Background: an optimization exercise with open tools, aiming at small area and a short achievable clock period. Do not read the settings as production practice. At most, simulation tests tie the RTL to the original design; equivalence was not proved. No driver is modelled on the clock port, so clocking that relies on it looks cheaper here than on a real chip. Power is estimated from default activity; no workload was simulated.

== the previous run ==
// Parameterized_ALU
module Parameterized_ALU#(parameter N = 16)(
    input clk,
    input [N-1:0] A,
    input [N-1:0] B,
    input [3:0] ALU_Func,
    output reg [N-1:0] ALU_out,
    output reg Carry,
    output  Arith,
    output  Shift,
    output  CMP,
    output  Logic
    );
clock: 35.0 ns
lec_check: 0
abc_area: 1
cap_margin: 20
core_margin: 2
core_utilization: 40
gpl_timing_driven: 0
slew_margin: 20
run.sh (not shown) runs the stock make flow with config.mk's settings and CLKGATE_MAP_FILE= SYNTH_SCRIPT=/design/flow/synth_recipe.tcl, a recipe that flattens the netlist after the stock synthesis.
The final layout from the previous run, which completed every stage, passed the timing, DRC and antenna checks at the end of the flow.
### the previous run -> the current run
-- flow/config.mk --
<<< the previous run, line 10
export CORE_MARGIN = 2
export CORE_UTILIZATION = 40
export GPL_TIMING_DRIVEN = 0
export SLEW_MARGIN = 20
>>> the current run, line 10
export CORE_MARGIN = 2
export CORE_UTILIZATION = 40
export SLEW_MARGIN = 20
[summary]
Looking at total half-perimeter wirelength after legalization and detailed placement, the current run sits about 4% lower than the previous run does.
Diff the current run..the previous run | sequential share of layout area | negligible
Per the comparison of the current run with the previous run, cell area dropped 2.8%, layout overhead on the synthesized area shrank by 3.0 points, sequential power has increased, final cell count shows a reduction of 41, worst setup slack down 0.67 ns.
From the previous run to the current run the numbers moved as follows: final critical delay including setup and external delays now sits higher, portion of total power attributed to combinational logic moved down, unique cell type count in the Yosys netlist did not really move.
No run of this note included a check of the RTL's function; only the layout flow was run.

---

Parameterized_ALU, a different RTL version from the one above (not shown whole).
Size: ~1700 cells after synthesis, roughly 17 flip-flops, roughly 58 I/O pins, ~9600 µm² of cells after synthesis.
## Parameterized_ALU
module Parameterized_ALU#(parameter N = 16)(
    input clk,
    input [N-1:0] A,
    input [N-1:0] B,
    input [3:0] ALU_Func,
    output reg [N-1:0] ALU_out,
    output reg Carry,
    output  Arith,
    output  Shift,
    output  CMP,
    output  Logic
    );
export LEC_CHECK = 0
export ABC_AREA = 1
export CAP_MARGIN = 20
export CORE_MARGIN = 2
export CORE_UTILIZATION = 40
export SLEW_MARGIN = 20
create_clock -name core_clock -period 35.0 [get_ports {clk}]
standard.sh (not shown) runs the stock make flow with config.mk's settings and CLKGATE_MAP_FILE= SYNTH_SCRIPT=/design/flow/synth_recipe.tcl, a recipe that flattens the netlist after the stock synthesis.
==> flow/flow/run.sh <==
#!/bin/bash
set -euo pipefail
export SETUP_SLACK_MARGIN=8
bash standard.sh > standard.log 2>&1
Change:
==> flow/run.sh (new file) <==
#!/bin/bash
# synth_recipe.tcl (not shown) runs the flow's synth.tcl, then flattens the netlist and writes it again
# the make line also repeats each setting of config.mk as NAME=value (left out here)
make -C /OpenROAD-flow-scripts/flow DESIGN_CONFIG=/design/flow/config.mk WORK_HOME=/design/flow/orfs CLKGATE_MAP_FILE= SYNTH_SCRIPT=/design/flow/synth_recipe.tcl finish
- GPL_TIMING_DRIVEN: not set -> 0
removed: flow/flow/run.sh
removed: flow/standard.sh
=>
- setup slack loses 2.2 ns
- cell area came out lower by 18%
- die area is unchanged
- hold slack improves by 0.38 ns
- global-route usage increases by 0.95 points
- wire length falls by 11%
- utilization decreases by 10 points
- synthesized area does not change

---

Setup of nickel:
Another version of the RTL of Parameterized_ALU (not shown whole).
Size: ~1800 cells after synthesis, about 17 flip-flops, roughly 58 I/O pins, roughly 10000 sq um of cells after synthesis.
export LEC_CHECK = 0
export ABC_AREA = 1
export CAP_MARGIN = 20
export CORE_MARGIN = 2
export CORE_UTILIZATION = 60
export PLACE_DENSITY = 0.75
export SLEW_MARGIN = 20
create_clock -name core_clock -period 35.0 [get_ports {clk}]
==> flow/flow/run.sh <==
#!/bin/bash
# The standard layout, with the port buffers made of sky130_fd_sc_hd__buf_2 cells
# (the standard flow picks clkdlybuf4s50_1; every port still gets its buffer), and one more
# timing repair after clock tree synthesis (flow/resize_cts.tcl).
set -euo pipefail
export BUFFER_PORTS_ARGS="-buffer_cell sky130_fd_sc_hd__buf_2"
bash standard.sh cts > standard_cts.log 2>&1
openroad -no_init -exit flow/resize_cts.tcl > resize_cts.log 2>&1
touch orfs/results/sky130hd/Parameterized_ALU/base/4_cts.sdc
bash standard.sh > standard.log 2>&1
==> flow/flow/resize_cts.tcl <==
# After clock tree synthesis: size up and buffer the slowest paths a little further than
# the standard flow's flow does (about 1 ns more setup slack at the design's clock period), then
# legalise the placement again. Registers keep their cell types (sizing only).
set results orfs/results/sky130hd/Parameterized_ALU/base
read_liberty $::env(FLOW_HOME)/platforms/sky130hd/lib/sky130_fd_sc_hd__tt_025C_1v80.lib
read_db $results/4_cts.odb
read_sdc $results/4_cts.sdc
source $::env(FLOW_HOME)/platforms/sky130hd/setRC.tcl
set_dont_use [list sky130_fd_sc_hd__probe_p_8 sky130_fd_sc_hd__probec_p_8 sky130_fd_sc_hd__lpflow_*]
estimate_parasitics -placement
set ws [expr [sta::worst_slack_cmd max] * 1e9]
puts "worst setup slack before: $ws ns"
report_design_area
repair_timing -setup -setup_margin [expr $ws + 1.0] -sequence "unbuffer,sizeup,swap,buffer" -repair_tns 100
detailed_placement
check_placement -verbose
estimate_parasitics -placement
puts "worst setup slack after: [expr [sta::worst_slack_cmd max] * 1e9] ns"
report_design_area
write_db $results/4_cts.odb
The following lists how indigo was set up differently from nickel:
- changing CORE_UTILIZATION from 60 to 40
- removing PLACE_DENSITY (formerly 0.75)
[summary]
- Between nickel and indigo, utilization is higher for nickel, indigo comes in under that.
- In indigo, the non-clock buffer count came out about 2.8% below the value in nickel.
- Combinational power essentially unchanged between indigo and nickel.
- nickel was smaller in final cell area than indigo.
- Routing usage on met2 for indigo: 16 points down relative to nickel
- From nickel to indigo the numbers moved as follows: period utilization increased 0.83 points; shortest period the worst path allows increased 0.29 ns.
- indigo finished all stages; the layout is clean.

## static timing again, ports no longer ideal
Ports are ideal in the flow. The routed layouts listed here were re-timed in OpenROAD.
Step 1, drivers: a clkbuf_16 drives clk and a buf_2 each remaining input, both assumed.
Step 2, shift: input delay + t, output delay - t, t = (earliest + latest rising clock arrival at the registers) / 2. This alone moves slack from input paths to output paths.
Slacks: ideal ports / drivers / drivers and shift; pairs: ideal ports / drivers.
run | t, ns | setup slack, ns | hold WS [ns] | latest minus earliest clock arrival (ns) | worst data-port slew with drivers (ns)
the previous run | 0.294 | 9.975 / 9.987 / 9.692 | 7.711 / 7.696 / 7.753 | 0.007 / 0.007 | 0.04
the current run | 0.297 | 9.309 / 9.320 / 9.022 | 7.662 / 7.656 / 7.757 | 0.001 / 0.001 | 0.05
the first run of note 2 | 0.296 | 8.997 / 9.016 / 8.720 | 7.249 / 7.237 / 7.533 | 0.003 / 0.004 | 0.04
the second run of note 2 | 0.283 | 6.815 / 6.825 / 6.541 | 7.630 / 7.621 / 7.752 | 0.005 / 0.005 | 0.04
nickel | 0.287 | 11.054 / 11.062 / 10.775 | 7.066 / 7.058 / 7.345 | 0.004 / 0.004 | 0.05
indigo | 0.283 | 10.764 / 10.765 / 10.481 | 7.075 / 7.067 / 7.351 | 0.013 / 0.013 | 0.06
After both steps setup and hold are still met in every run listed. For the current run, which loses most, drivers alone change the setup slack by +0.011 ns; drivers and shift together by -0.287 ns.
